Background: an optimization exercise with open tools, aiming at small area, a short achievable clock period and few clock cycles per item. Do not read the settings as production practice.
Function was not checked in any run shown here: the RTL went through the layout flow alone.
No activity file was given, so power comes from the tool's default toggle rates.

==> flow/design.v, too long to show whole: its modules and the start of the top module <==
// module divider: 6870 lines
module divider #
(
    parameter N = 32
)
(
    input wire [N-1:0] dividend,
    input wire [N-1:0] divisor,
    input wire start,
    input wire rst,
    input wire clk,
    output wire [N-1:0] quotient,
    output wire [N-1:0] remainder,
    output wire done
);
  // ...
==> flow/run.sh <==
#!/bin/bash
# synth_recipe.tcl (not shown) runs the flow's synth.tcl, then flattens the netlist and writes it again
# the make line also repeats each setting of config.mk as NAME=value (left out here)
make -C /OpenROAD-flow-scripts/flow DESIGN_CONFIG=/design/flow/config.mk WORK_HOME=/design/flow/orfs CLKGATE_MAP_FILE= SYNTH_SCRIPT=/design/flow/synth_recipe.tcl finish
==> flow/config.mk <==
export PLATFORM = sky130hd
export DESIGN_NAME = divider
export DESIGN_NICKNAME = divider
export VERILOG_FILES = /design/flow/design.v
export SDC_FILE = /design/flow/constraint.sdc
export NUM_CORES = 4
export LEC_CHECK = 0
export ABC_AREA = 1
export CAP_MARGIN = 20
export CORE_MARGIN = 2
export CORE_UTILIZATION = 60
export CTS_CLUSTER_DIAMETER = 100
export CTS_CLUSTER_SIZE = 25
export PLACE_DENSITY = 0.72
export SETUP_SLACK_MARGIN = 2.3
export SLEW_MARGIN = 20
==> flow/constraint.sdc <==
create_clock -name core_clock -period 4.5 [get_ports {clk}]
set_input_delay 0.9000 -clock core_clock [delete_from_list [all_inputs] [get_ports {clk}]]
set_output_delay 0.9000 -clock core_clock [all_outputs]
set_load 0.01 [all_outputs]
==> results by group, run 1 <==
Timing
  • Total negative slack: 0 ps
  • Fin crit share: slightly below 50%
  • Final count of pins violating max slew: 0

Pwr
  • Leak pwr: around 42 nW
  • Part of the power in registers: between 50% and 60%
  • Max power group: registers
  • Clock power share: between 20% and 30%

Placement
  • GPL Wtd Cong: around 0.90
  • Pre-CTS WS: 1340 ps

Floorplan
  • Tap cell count: approximately 1800
  • Core footprint: 0.132 mm2

Synth
  • Asr flop ratio synth: 1.21%
  • Synth area leaders: dfxtp_1 (61%), nand2_1 (9.5%), xor2_1 (5.8%)
  • Most frequent cell after synthesis: dfxtp_1
  • Post-synthesis mux area share: 0%

Run status
  • Outcome: timing/DRC/antenna clean

Global routing
  • First-pass GRT wire length: 262 mm
  • Met3 usage: 2.78%
  • Top Usage Layer GRT: met2
  • GR Overflow Total: 0

Layout
  • Clk cell area share: around 3.3%
  • Sequential share of cell area: roughly 55%
  • #MultiIn Comb: approximately 5000
  • Register area: about 0.05 mm2
  • Clock Buffer Count: approximately 120
  • Fillers: about 10000
  • Non-CTS inverters: between 1000 and 1500

Critical path
  • Required @ worst endpoint: approximately 5100 ps
  • Critical path's largest stage delay: 370 ps
  • R2r startpoint: r26_q[6]

Drt
  • Detail Route Antenna Nets: 0
  • WL met2: 81.3 mm

Clock tree
  • CTS tree: built
  • Post-CTS Setup Inserts: between 90 and 100
==> run 2: changes to the inputs <==
--- a/flow/design.v
+++ b/flow/design.v
@@ -63,34 +63,19 @@
     assign g2_3[2] = g2_2[2] | (p2_2[2] & g2_2[1]);
     assign p2_3[2] = p2_2[2] & p2_2[1];
     wire [2:0] bi2 = {g2_3[1:0], 1'b0};
     wire ge2 = ~g2_3[2] & ~|d2[N-1:3];
     wire [2:0] r3 = c2 ^ ({3{ge2}} & (d2[2:0] ^ bi2));
     wire [N-1:0] xq3 = {xq2[N-2:0], ge2};
     wire [N-1:0] d3 = d2;
     wire v3 = v2;
-    reg [2:0] r3_q;
-    reg [N-1:0] xq3_q;
-    reg [N-1:0] d3_q;
-    reg z3_q;
-    reg v3_q;
-    always @(posedge clk) begin
-        r3_q <= r3;
-        xq3_q <= xq3;
-        d3_q <= d3;
-        z3_q <= ~|d3[N-1:4];
-    end
-    always @(posedge clk, posedge rst) begin
-        if (rst) v3_q <= 1'b0;
-        else v3_q <= v3;
-    end
-    wire [3:0] c3 = {r3_q, xq3_q[N-1]};
-    wire [3:0] g3_0 = ~c3 & d3_q[3:0];
-    wire [3:0] p3_0 = ~c3 | d3_q[3:0];
+    wire [3:0] c3 = {r3, xq3[N-1]};
+    wire [3:0] g3_0 = ~c3 & d3[3:0];
+    wire [3:0] p3_0 = ~c3 | d3[3:0];
     wire [3:0] g3_1, p3_1;
     assign g3_1[0] = g3_0[0];
     assign p3_1[0] = p3_0[0];
     assign g3_1[1] = g3_0[1] | (p3_0[1] & g3_0[0]);
     assign p3_1[1] = p3_0[1] & p3_0[0];
     assign g3_1[2] = g3_0[2];
     assign p3_1[2] = p3_0[2];
     assign g3_1[3] = g3_0[3] | (p3_0[3] & g3_0[2]);
@@ -109,21 +94,21 @@
     assign p3_3[0] = p3_2[0];
     assign g3_3[1] = g3_2[1];
     assign p3_3[1] = p3_2[1];
     assign g3_3[2] = g3_2[2] | (p3_2[2] & g3_2[1]);
     assign p3_3[2] = p3_2[2] & p3_2[1];
     assign g3_3[3] = g3_2[3];
     assign p3_3[3] = p3_2[3];
     wire [3:0] bi3 = {g3_3[2:0], 1'b0};
-    wire ge3 = ~g3_3[3] & z3_q;
-    wire [3:0] r4 = c3 ^ ({4{ge3}} & (d3_q[3:0] ^ bi3));
-    wire [N-1:0] xq4 = {xq3_q[N-2:0], ge3};
-    wire [N-1:0] d4 = d3_q;
-    wire v4 = v3_q;
+    wire ge3 = ~g3_3[3] & ~|d3[N-1:4];
+    wire [3:0] r4 = c3 ^ ({4{ge3}} & (d3[3:0] ^ bi3));
+    wire [N-1:0] xq4 = {xq3[N-2:0], ge3};
+    wire [N-1:0] d4 = d3;
+    wire v4 = v3;
     reg [3:0] r4_q;
     reg [N-1:0] xq4_q;
     reg [N-1:0] d4_q;
     reg z4_q;
     reg v4_q;
     always @(posedge clk) begin
         r4_q <= r4;
         xq4_q <= xq4;
--- a/flow/config.mk
+++ b/flow/config.mk
@@ -6,11 +6,10 @@
 export NUM_CORES = 4
 export LEC_CHECK = 0
 export ABC_AREA = 1
 export CAP_MARGIN = 20
 export CORE_MARGIN = 2
 export CORE_UTILIZATION = 60
 export CTS_CLUSTER_DIAMETER = 100
 export CTS_CLUSTER_SIZE = 25
-export PLACE_DENSITY = 0.72
 export SETUP_SLACK_MARGIN = 2.3
 export SLEW_MARGIN = 20
==> run 2 against run 1 <==
Still clean; sequential share of layout area shrank 3.8 points; via count shrank 6.6%; maximum frequency fell by 17%; critical path type unchanged; critical endpoint is now r31_q[2]; largest cell class unchanged.
==> results by group, run 2 <==
Timing
  • Worst Tran Pin Value: around 1000 ps
  • Max Clock Skew: 35.6 ps
  • Final count of pins violating max slew: 0 (unchanged)
  • Finish-stage setup viols: 0
  • Fmax: 380 MHz
  • Unrepaired setup endpoints after global routing: yes
  • Fin. Hold Viols: 0
  • Fin crit share: 58.5% (+10 points)
  • Total negative slack: 0 ps (unchanged)
  • Rel. slew slack: a little under a third
  • Crit path time final: approximately 2600 ps

Critical path
  • Crit path buf inv count: 3
  • Critical path, cell by cell: inv_2 -> nor2_4 -> o21ai_2 -> o21ai_2 -> nand2_2 -> o21ai_4 -> a21oi_2 -> o21ai_2 -> nand3_2 -> nand3_4 -> a21oi_4 -> o21ai_4 -> o21ai_4 -> nand3_4 -> buf_12 -> inv_16 -> nand4_1 -> nand2_1
  • Critical path capture point type: flip-flop
  • CP top delay family: compound AO/OA/AOI/OAI gates
  • Critical path's largest stage delay: 360 ps (about the same)
  • Arrival time worst endpoint: 3250 ps
  • Setup CP Type: flip-flop to flip-flop
  • CP Max Fanout: 8
  • Max stage delay cell, worst path: dfxtp_2
  • Worst setup SP type: flip-flop
  • Required @ worst endpoint: 5120 ps (about the same)

Synth
  • Synth cell types: 67
  • Asr flop ratio synth: 1.21% (-0.0068 points)
  • Ys flop type: dfxtp_1
  • Post-synth EDFFs: 0
  • Most frequent cell after synthesis: dfxtp_1
  • Post-synthesis cell count: 7775
  • Synth area leaders: dfxtp_1 (63%), xor2_1 (6.5%), nand2_1 (5.8%)
  • Post-Syn Nets: 7842
  • Post-synthesis sequential area ratio: about 64%
  • Post-synthesis cell area: 0.0755 mm2
  • Most frequent cells after synthesis: dfxtp_1 (2373), nand2_1 (1172), inv_1 (1087)
  • Top cell type's share of synthesized area: a little over three fifths
  • #FFs+latches synth: around 2400
  • Avg Inst Size Synth: between 9 and 10 um2
  • Yosys top cell by area: dfxtp_1
  • Yosys warning count: 1

Drt
  • Final WL: between 150 and 200 mm
  • Residual DRC: 0
  • WL/cell: around 15 um
  • Detail Route Antenna Nets: 0 (unchanged)
  • Met3 WL post-DR: between 6 and 7 mm
  • WL met2: 81.3 mm (about the same)
  • Wl on met1: between 60 and 70 mm
  • Starting DRT DRC Count: about 2800
  • Vias per cell: ~5
  • Top layer in use: met4
  • DRT Pass-1 Iters: 6
  • Detailed-route via count: about 52000

Clock tree
  • Clk Latency, worst-skew pair: 760 ps
  • Num Clock Sinks: between 2000 and 2500
  • CTS tree: built
  • Clk slew on worst S/H paths: about 100 ps
  • CTS H-tree depth: 3
  • CTS Buffer Depth: 3
  • Root Buffer: clkbuf_16
  • Hold buffers post-CTS: 0
  • Number of buffers created by CTS: 106

Global routing
  • Initial antenna violation count: 2
  • Vias in the first global route: between 50000 and 60000
  • Tot GR Track Use: 22.9%
  • Largest net degree at the start of global routing: 30
  • First-pass GRT wire length: 241 mm (-7.9%)
  • GR Overflow Total: 0 (unchanged)

Placement
  • DP HPWL: around 95 mm
  • GPL Wtd Cong: 0.876 (-3.0%)
  • # port buffers: around 130

Pwr
  • Clock power share: 26.5% (-0.9 points)
  • Pwr Total: around 40 mW
  • Leak pwr: 42.8 nW (+1.4%)
  • Part of the power in registers: 58.2% (-1.6 points)
  • Combinational share of power: approximately 15%
  • P_int: between 20 and 30 mW
  • Maximum VDD drop: between 0.0004 and 0.0005 V
  • Sw frac: 26.2%
  • P_sw: about 10 mW
  • Pwr dens: between 400 and 500 mW/mm2

Layout
  • Footprint of the multi-input gates: approximately 0.030 mm2
  • Fillers: 8092 (-20%)
  • Nets: 8789
  • Area grow syn2layout: 26.9%
  • Number of diodes: 0
  • Most frequent cells in the layout: dfxtp_1 (2147), inv_1 (941), nand2_1 (843), nor2_1 (592), xor2_1 (526)
  • Register area: 0.0486 mm2 (-2.7%)
  • Commonest non-fill, non-tap cell in the layout: dfxtp_1
  • Share of layout cells above drive strength 1: slightly above 30%

Floorplan
  • Die height: between 300 and 400 um
  • Die W: between 300 and 400 um
  • Die area: 0.129 mm2
  • Core footprint: 0.125 mm2 (-5.0%)
  • FP Rows: between 100 and 150
  • Initial Util: 60.3%
  • I/O pin cnt: 132

Run status
  • Outcome: timing/DRC/antenna clean

Min path
  • Hold Path Class: input port to flip-flop

Flow run
  • Max cap viols: 0
-- run 2: final cells by class --
type                       count  share of cell area, %
inverter                    1117                   4.65
timing repair buffer         847                   7.89
multi-input combinational   4229                   31.3
sequential                  2402                   50.7
clock inverter                 6                  0.138
timing repair inverter        19                  0.281
tap                         1650                   2.16
clock buffer                 116                   2.86
-- run 2: power groups by stage --
stage | Combinational (mW) | Clock (mW) | Sequential, mW
floorplan | 2.73 | 0 | 23.4
global placement | 3.64 | 0 | 23.6
CTS | 4.88 | 10.9 | 23.2
global route | 6.63 | 11.6 | 23.3
detailed placement | 3.74 | 0 | 23.6
finish | 6.08 | 10.6 | 23.2
-- run 2: cell families after synthesis --
kind of cell / after synthesis / share of synthesized area (%)
and+or+nand+nor: 2614 / 14.9
DFF: 2402 / 63.9
buffers and inverters: 1155 / 5.96
AOI/OAI and AO/OA: 866 / 6.65
xor gates and xnor gates: 702 / 8.14
adders and majority gates: 36 / 0.484
-- run 2: layer usage --
| metal | up-vias | track usage, % |
|---|---|---|
| met4 | 0 | 6.23 |
| met5 | - | 0 |
| li1 | 26000 | - |
| met2 | 889 | 41.1 |
| met1 | 24700 | 28.8 |
| met3 | 271 | 3.08 |
-- run 2: worst register-to-register path, stage by stage, from the launching register on --
cell and delay [ps]:
dfxtp_2 360, inv_2 60, nor2_4 90, o21ai_2 70
o21ai_2 80, nand2_2 90, o21ai_4 120, a21oi_2 90
o21ai_2 270, nand3_2 140, nand3_4 120, a21oi_4 80
o21ai_4 180, o21ai_4 110, nand3_4 170, buf_12 210
inv_16 80, nand4_1 100, nand2_1 90
-- run 2: worst paths after layout --
| path | start | to | slack, ps | depth (start not counted) |
|---|---|---|---|---|
| worst max-delay path | d30_q[0] | r31_q[2] | 1870 | 18 |
| worst min-delay path | divisor[23] | d4_q[23] | 260 | 1 |
| worst max register to register | d30_q[0] | r31_q[2] | 1870 | 18 |
| worst min register to register | xq19_q[17] | xq20_q[18] | 310 | 0 |
| max in group asynchronous | rst | v25_q | 3560 | 2 |
| min in group asynchronous | rst | v17_q | 540 | 2 |
-- run 2: through the flow --
step | util [%] | instance area, um2 | worst slack (ps) | hold slack [ps] | std cells
finish | 76.5 | 95800 | 1870 | 259 | 10400
global route | 76.5 | 95800 | 1760 | 203 | 10400
CTS | 71.7 | 89800 | 1860 | 203 | 10200
detailed placement | 62.8 | 78700 | 779 | 312 | 9527
global placement | 62.8 | 78700 | 682 | 310 | 9527
floorplan | - | 75500 | 1780 | 310 | 7775
-- run 2: what timing repair did --
| item | in CTS | in global routing |
|---|---|---|
| pin swaps | 474 | 539 |
| buffers inserted | 493 | 204 |
| gates resized for setup | 1736 | 1194 |
| cloned | 35 | 5 |
| endpoints found under the setup margin | 599 | 543 |

==> what the ideal ports hide <==
The results above use ideal ports. As a check the final layouts listed here were re-extracted and re-timed, cells and wires unchanged.
Step 1 sets driving cells, clkbuf_16 on the clock port and buf_2 on the other inputs (assumed; they add their load-dependent delay and slew).
Step 2 moves the port delays by t, midway between the first and last clock arrival at a register: inputs arrive t later, outputs are due t later. That takes back most of the time a late clock gives input paths.
Slacks: ideal / step 1 / step 2; pairs: ideal / step 1.
run	t, ns	slack for setup (ns)	worst setup path after step 2	pins driven straight from the clock port
run 1	0.820	2.314 / 2.260 / 1.627	input to register	1
run 2	0.813	1.865 / 1.865 / 1.348	input to register	1
After both steps setup and hold are still met in every run listed. The setup slack of run 1, which loses most, moves by -0.054 ns with the drivers and by -0.687 ns with both steps.
